This is an optimization exercise on Yosys and OpenROAD, whose aim is small area, a short achievable clock period and few clock cycles, not a production implementation. Only simulation tests tie the RTL to the original design; equivalence was not proved. Power and IR drop assume default switching activity.

Design rsm_cpu, start of the top module:
module rsm_cpu(clk, reset, mem_rdata, mem_cmd, mem_addr, mem_wdata, halted);
  input clk, reset;
  input [15:0] mem_rdata;
  output [1:0] mem_cmd;
  output [8:0] mem_addr;
  output [15:0] mem_wdata;
  output halted;
  reg [15:0] R [0:7];       
  reg [8:0]  fpc;           
  reg        fv;            
  reg [8:0]  link;          
  reg        fN, fV, fZ;    
  reg        halt_q;
  reg        w_ld;          
  reg [2:0]  ld_rd;
  reg [15:0] A_q;           
  reg [15:0] B_q;           
  reg [2:0]  e_wd;          
  reg [1:0]  e_sh;
  reg [7:0]  e_imm8;
  reg        e_we;          
  reg        e_ldr, e_str, e_cmp;
  reg        s_imm, s_mov, s_add, s_and, s_mvn, s_link;   
  reg        wA, wB;        
  wire        e_go = !w_ld;                
  reg  [15:0] B;                           
  always @(*)
    case (e_sh)
      2'b00: B = B_q;
      2'b01: B = {B_q[14:0], 1'b0};
      2'b10: B = {1'b0, B_q[15:1]};
      default: B = {B_q[0], B_q[15:1]};
    endcase
  wire [15:0] sum = A_q + B;
  wire [15:0] dlo = {1'b0, A_q[14:0]} + {1'b0, ~B[14:0]} + 16'd1;
  wire ca15 = sum[15] ^ A_q[15] ^ B[15];
  wire cs15 = dlo[15];
  wire [15:0] res  = ({16{s_imm}}  & {{8{e_imm8[7]}}, e_imm8}) |
                     ({16{s_mov}}  & B) |
                     ({16{s_add}}  & sum) |
                     ({16{s_and}}  & (A_q & B)) |
                     ({16{s_mvn}}  & ~B) |
                     ({16{s_link}} & {7'b0, link});
  wire nN = A_q[15] ^ ~B[15] ^ cs15;
  wire nZ = (A_q == B);
  wire nV = (A_q[15] == B[15]) ? (ca15 != A_q[15]) : (cs15 != A_q[15]);
  wire [8:0] ea;
  ea_add u_ea(A_q[8:0], e_imm8[4:0], ea);
  wire e_mem = e_go & (e_ldr | e_str);
  assign mem_cmd   = halt_q ? 2'b00 : (e_go & e_str) ? 2'b01 : 2'b10;
  assign mem_addr  = e_mem ? ea : fpc;
  assign mem_wdata = B_q;
  assign halted    = halt_q;
  wire fetch = !halt_q & !e_mem;
  wire e_wr  = e_go & e_we;                
  wire [15:0] I = mem_rdata;
  wire [2:0]  opc = I[15:13];
  ...
Size in the first run: about 1,200 cells after synthesis, about 210 flip-flops, roughly 12,000 um^2 of cells after synthesis.
==> flow/config.mk <==
export PLATFORM = sky130hd
export DESIGN_NAME = rsm_cpu
export DESIGN_NICKNAME = rsm_cpu
export VERILOG_FILES = /design/flow/design.v
export SDC_FILE = /design/flow/constraint.sdc
export NUM_CORES = 4
export LEC_CHECK = 0
export CAP_MARGIN = 20
export CORE_MARGIN = 2
export CORE_UTILIZATION = 50
export CTS_CLUSTER_DIAMETER = 100
export CTS_CLUSTER_SIZE = 30
export SETUP_SLACK_MARGIN = 4
export SLEW_MARGIN = 20
export TNS_END_PERCENT = 1
==> flow/constraint.sdc <==
create_clock -name core_clock -period 8.0 [get_ports {clk}]
set_input_delay 1.6000 -clock core_clock [delete_from_list [all_inputs] [get_ports {clk}]]
set_output_delay 1.6000 -clock core_clock [all_outputs]
set_load 0.01 [all_outputs]
standard.sh (not shown) runs the stock make flow with config.mk's settings and CLKGATE_MAP_FILE= SYNTH_SCRIPT=/design/flow/synth_recipe.tcl, a recipe that flattens the netlist after the stock synthesis.
==> flow/flow/run.sh <==
#!/bin/bash
# The standard layout, with the input and output port buffers made from
# plain buffers (sky130_fd_sc_hd__buf_1) instead of the delay cells
# buffer_ports picks by default. Every port is still buffered.
set -euo pipefail
cd "$(dirname "$0")/.."
export BUFFER_PORTS_ARGS="-buffer_cell sky130_fd_sc_hd__buf_1"
bash standard.sh > standard_flow.log 2>&1
Testbench counts at the start, summed over its fixed seeds: cycles 76,740.
==> next run, changes <==
- ABC_AREA: not set -> 1
- CORE_UTILIZATION: 50 -> 40
The changed run completed without violations; global-route usage falls by 2.3 points; wire length is higher by 15%; via count increases by 18%; clock power hardly moves; non-clock buffer count grows by 4; utilization went down by 11 points; combinational power came out higher by 6.9%; final area rose by 1.0%; fmax went up by 0.91%; total power grows by 1.6%.
==> next run, changes <==
- ABC_AREA: 1 -> not set
- SETUP_SLACK_MARGIN: 4 -> 4.1
=>
- The new run passed the timing, DRC and antenna checks
- die area fell by 1.1%
- clock skew rose by 0.0089 ns
- worst setup slack improved by 0.0068 ns
- final cell count fell by about 17%
- worst hold slack got worse by 0.020 ns


The RTL this note starts from:
==> flow/design.v <==
module ea_add(base, imm5, ea);
  input  [8:0] base;
  input  [4:0] imm5;
  output [8:0] ea;
  wire [5:0] lo = {1'b0, base[4:0]} + {1'b0, imm5};
  wire [3:0] hi = base[8:5];
  wire [3:0] hi_inc = hi + 4'd1;
  wire [3:0] hi_dec = hi - 4'd1;
  wire up = lo[5] & ~imm5[4];
  wire dn = ~lo[5] & imm5[4];
  assign ea = {up ? hi_inc : dn ? hi_dec : hi, lo[4:0]};
endmodule
module rsm_cpu(clk, reset, mem_rdata, mem_cmd, mem_addr, mem_wdata, halted);
  input clk, reset;
  input [15:0] mem_rdata;
  output [1:0] mem_cmd;
  output [8:0] mem_addr;
  output [15:0] mem_wdata;
  output halted;
  reg [15:0] R [0:7];       
  reg [8:0]  fpc;           
  reg        fv;            
  reg [8:0]  link;          
  reg        fN, fV, fZ;    
  reg        halt_q;
  reg        w_ld;          
  reg [2:0]  ld_rd;
  reg [15:0] A_q;           
  reg [15:0] B_q;           
  reg [2:0]  e_wd;          
  reg [1:0]  e_sh;
  reg [7:0]  e_imm8;
  reg        e_we;          
  reg        e_ldr, e_str, e_cmp;
  reg        s_imm, s_mov, s_add, s_and, s_mvn, s_link;   
  reg        wA, wB;        
  wire        e_go = !w_ld;                
  reg  [15:0] B;                           
  always @(*)
    case (e_sh)
      2'b00: B = B_q;
      2'b01: B = {B_q[14:0], 1'b0};
      2'b10: B = {1'b0, B_q[15:1]};
      default: B = {B_q[0], B_q[15:1]};
    endcase
  wire [15:0] sum = A_q + B;
  wire [15:0] dlo = {1'b0, A_q[14:0]} + {1'b0, ~B[14:0]} + 16'd1;
  wire ca15 = sum[15] ^ A_q[15] ^ B[15];
  wire cs15 = dlo[15];
  wire [15:0] res  = ({16{s_imm}}  & {{8{e_imm8[7]}}, e_imm8}) |
                     ({16{s_mov}}  & B) |
                     ({16{s_add}}  & sum) |
                     ({16{s_and}}  & (A_q & B)) |
                     ({16{s_mvn}}  & ~B) |
                     ({16{s_link}} & {7'b0, link});
  wire nN = A_q[15] ^ ~B[15] ^ cs15;
  wire nZ = (A_q == B);
  wire nV = (A_q[15] == B[15]) ? (ca15 != A_q[15]) : (cs15 != A_q[15]);
  wire [8:0] ea;
  ea_add u_ea(A_q[8:0], e_imm8[4:0], ea);
  wire e_mem = e_go & (e_ldr | e_str);
  assign mem_cmd   = halt_q ? 2'b00 : (e_go & e_str) ? 2'b01 : 2'b10;
  assign mem_addr  = e_mem ? ea : fpc;
  assign mem_wdata = B_q;
  assign halted    = halt_q;
  wire fetch = !halt_q & !e_mem;
  wire e_wr  = e_go & e_we;                
  wire [15:0] I = mem_rdata;
  wire [2:0]  opc = I[15:13];
  wire d_b    = (opc == 3'b001);
  wire d_bl   = (opc == 3'b010) &  I[12];    
  wire d_bx   = (opc == 3'b010) & ~I[12];
  wire d_halt = (opc == 3'b111);
  wire d_str  = (opc == 3'b100);
  wire d_ldr  = (opc == 3'b011);
  wire d_movi = (opc == 3'b110) &  I[12];
  wire d_movr = (opc == 3'b110) & ~I[12];
  wire d_alu  = (opc == 3'b101);            
  wire [2:0] rn = I[10:8];
  wire [2:0] rb = d_str ? I[7:5] : I[2:0];
  wire fA = e_wr & (e_wd == rn);
  wire fB = e_wr & (e_wd == rb);
  wire [15:0] Ain = ({16{w_ld}} & mem_rdata) | ({16{~w_ld & fA}} & res) |
                    ({16{~w_ld & ~fA}} & R[rn]);
  wire [15:0] Bin = ({16{w_ld}} & mem_rdata) | ({16{~w_ld & fB}} & res) |
                    ({16{~w_ld & ~fB}} & R[rb]);
  wire cmp_now = e_go & e_cmp;
  wire cN = cmp_now ? nN : fN;
  wire cV = cmp_now ? nV : fV;
  wire cZ = cmp_now ? nZ : fZ;
  reg cond;
  always @(*)
    case (I[10:8])
      3'b000: cond = 1'b1;
      3'b001: cond = cZ;
      3'b010: cond = ~cZ;
      3'b011: cond = cN ^ cV;
      3'b100: cond = (cN ^ cV) | cZ;
      default: cond = 1'b0;
    endcase
  wire taken = fv & ((d_b & cond) | d_bl | d_bx);
  wire [8:0] boff = fpc + {I[7], I[7:0]};
  wire [8:0] target = d_bx ? link : boff;
  always @(posedge clk) begin
    if (reset) begin
      fpc <= 9'd0;
      fv <= 1'b0;
      halt_q <= 1'b0;
      w_ld <= 1'b0;
      e_we <= 1'b0; e_ldr <= 1'b0; e_str <= 1'b0; e_cmp <= 1'b0;
    end else begin
      if (taken) fpc <= target;
      else if (fetch) fpc <= fpc + 9'd1;
      fv <= fetch & ~taken;
      if (fv & d_bl) link <= fpc;
      if (fv & d_halt) halt_q <= 1'b1;
      w_ld <= e_go & e_ldr;
      if (e_go & e_ldr) ld_rd <= e_wd;
      if (fv) begin
        e_wd   <= (d_movi | d_bl) ? I[10:8] : I[7:5];
        e_sh   <= I[4:3];
        e_imm8 <= I[7:0];
        e_we   <= d_movi | d_movr | (d_alu & (I[12:11] != 2'b01)) | d_bl;
        e_ldr  <= d_ldr;
        e_str  <= d_str;
        e_cmp  <= d_alu & (I[12:11] == 2'b01);
        s_imm  <= d_movi;
        s_mov  <= d_movr;
        s_add  <= d_alu & (I[12:11] == 2'b00);
        s_and  <= d_alu & (I[12:11] == 2'b10);
        s_mvn  <= d_alu & (I[12:11] == 2'b11);
        s_link <= d_bl;
      end else if (e_go) begin
        e_we <= 1'b0; e_ldr <= 1'b0; e_str <= 1'b0; e_cmp <= 1'b0;
      end
      if (cmp_now) begin fN <= nN; fV <= nV; fZ <= nZ; end
    end
  end
  always @(posedge clk) begin
    if (fv | (w_ld & wA)) A_q <= Ain;
    if (fv | (w_ld & wB)) B_q <= Bin;
    if (fv) begin
      wA  <= e_go & e_ldr & (e_wd == rn);
      wB  <= e_go & e_ldr & (e_wd == rb);
    end
  end
  always @(posedge clk) begin
    if (w_ld) R[ld_rd] <= mem_rdata;
    else if (e_wr) R[e_wd] <= res;
  end
endmodule
clock: 8.0 ns
lec_check: 0
cap_margin: 20
core_margin: 2
core_utilization: 40
cts_cluster_diameter: 150
cts_cluster_size: 30
setup_slack_margin: 4
slew_margin: 20
tns_end_percent: 1
Scripts as last shown in full above: flow/flow/run.sh
The baseline finished with timing, DRC and antenna clean.
Testbench counts at the start, summed over its fixed seeds: cycles 76,740.
Rerun with:
==> flow/run.sh (new file) <==
#!/bin/bash
# synth_recipe.tcl (not shown) runs the flow's synth.tcl, then flattens the netlist and writes it again
# the make line also repeats each setting of config.mk as NAME=value (left out here)
make -C /OpenROAD-flow-scripts/flow DESIGN_CONFIG=/design/flow/config.mk WORK_HOME=/design/flow/orfs CLKGATE_MAP_FILE= SYNTH_SCRIPT=/design/flow/synth_recipe.tcl finish
- CTS_BUF_LIST: default -> sky130_fd_sc_hd__clkbuf_8
- CTS_CLUSTER_DIAMETER: 150 -> default
- CTS_CLUSTER_SIZE: 30 -> default
- GPL_TIMING_DRIVEN: default -> 1
- TNS_END_PERCENT: 1 -> 5
removed: flow/flow/run.sh
removed: flow/standard.sh
What happened: The new run finished clean. Die area is unchanged. Clock-buffer cell count is higher by 25. Final cell count is higher by 2.4%. Wire length is higher by 2.7%. Global-route usage is higher by 0.58 points. Synthesized cell count stays the same. Final area is higher by 4.9%. Via count is higher by 2.5%. Sequential share of layout area is lower by 2.1 points.
Rerun with:
- CTS_BUF_LIST: sky130_fd_sc_hd__clkbuf_8 -> default
- CTS_CLUSTER_DIAMETER: default -> 100
- CTS_CLUSTER_SIZE: default -> 30
- GPL_TIMING_DRIVEN: 1 -> default
- PLACE_DENSITY: default -> 0.7
Result:
- routed wire length goes down by a few percent
- total power went down by roughly a tenth
- synthesized area does not change
- setup slack gets worse by 0.014 ns
Rerun with:
- ABC_AREA: default -> 1
- CTS_CLUSTER_DIAMETER: 100 -> default
- CTS_CLUSTER_SIZE: 30 -> default
- PLACE_DENSITY: 0.7 -> default
Outcome:
- The changed run ran to the end with no violations
- total power is higher by about 20%
- worst setup slack improves by 0.066 ns
- first-iteration DRC count rose by 11%
- wire length grows by about 24%
- core utilization came out higher by 3.1 points
- die area goes down by about 0.4%
- hold slack got worse by 0.066 ns
- sequential share of layout area went down by 2.2 points
Rerun with:
- ABC_AREA: 1 -> default
Die area climbs by 0.38%.
Area after synthesis climbs by 0.39%.
Cell area drops by 0.75%.
Non-clock buffer count drops by 15.
Synthesized cell count drops by 19%.
Rerun with:
==> flow/flow/run.sh (new file) <==
#!/bin/bash
# The standard layout, with the input and output port buffers made from
# plain buffers (sky130_fd_sc_hd__buf_1) instead of the delay cells
# buffer_ports picks by default. Every port is still buffered.
set -euo pipefail
cd "$(dirname "$0")/.."
export BUFFER_PORTS_ARGS="-buffer_cell sky130_fd_sc_hd__buf_1"
bash standard.sh > standard_flow.log 2>&1
==> flow/standard.sh (new file) <==
#!/bin/bash
# synth_recipe.tcl (not shown) runs the flow's synth.tcl, then flattens the netlist and writes it again
# the make line also repeats each setting of config.mk as NAME=value (left out here)
make -C /OpenROAD-flow-scripts/flow DESIGN_CONFIG=/design/flow/config.mk WORK_HOME=/design/flow/orfs CLKGATE_MAP_FILE= SYNTH_SCRIPT=/design/flow/synth_recipe.tcl "${@:-finish}"
- CAP_MARGIN: 20 -> 5
- CTS_CLUSTER_DIAMETER: default -> 100
- CTS_CLUSTER_SIZE: default -> 30
- SLEW_MARGIN: 20 -> 5
- TNS_END_PERCENT: 5 -> 1
removed: flow/run.sh
After rerunning: The changed run went through all stages and came out clean. Total power went down by 16%. Clock-buffer cell count is lower by 12. Wire length came out lower by 1.7%. Flip-flop and latch count is unchanged. Sequential power barely changes. Global-route usage came out lower by 0.26 points.

==> port drivers added, routing unchanged <==
No port has a modelled driver above. Below, the same layouts with a new extraction and two added sets of constraints. Step 1 (the two cells are an assumption about what drives the block):
set clk [get_ports {clk}]
set_driving_cell -lib_cell sky130_fd_sc_hd__clkbuf_16 $clk
set_driving_cell -lib_cell sky130_fd_sc_hd__buf_2 [delete_from_list [all_inputs] $clk]
Step 2 adds t to the input delays and takes it off the output delays; t is the mean of the earliest and latest rising clock arrival at the registers after step 1. Input paths then give back, and output paths get back, about the clock's delay inside the block. Three values: no drivers, after step 1, after step 2; two values: the first two.
run | t, ns | setup WS [ns] | hold slack, ns | worst setup path at the end
the first run of note 1 | 0.518 | 3.698 / 3.650 / 3.305 | 0.502 / 0.502 / 0.502 | input to register
the second run of note 1 | 0.518 | 3.737 / 3.686 / 3.455 | 0.498 / 0.498 / 0.498 | input to register
the third run of note 1 | 0.528 | 3.744 / 3.694 / 3.290 | 0.478 / 0.478 / 0.478 | input to register
the first run of note 2 | 0.520 | 3.725 / 3.673 / 3.312 | 0.563 / 0.563 / 0.563 | input to register
the second run of note 2 | 0.576 | 3.686 / 3.638 / 3.416 | 0.535 / 0.535 / 0.535 | input to register
the third run of note 2 | 0.512 | 3.672 / 3.626 / 3.382 | 0.554 / 0.554 / 0.554 | input to register
the fourth run of note 2 | 0.565 | 3.738 / 3.690 / 3.192 | 0.488 / 0.488 / 0.488 | input to register
the fifth run of note 2 | 0.570 | 3.732 / 3.683 / 3.432 | 0.539 / 0.539 / 0.539 | input to register
the sixth run of note 2 | 0.520 | 3.666 / 3.616 / 3.281 | 0.567 / 0.567 / 0.567 | input to register
After both steps setup and hold are still met in every run listed. The setup slack of the fourth run of note 2, which loses most, moves by -0.048 ns with the drivers and by -0.546 ns with both steps.
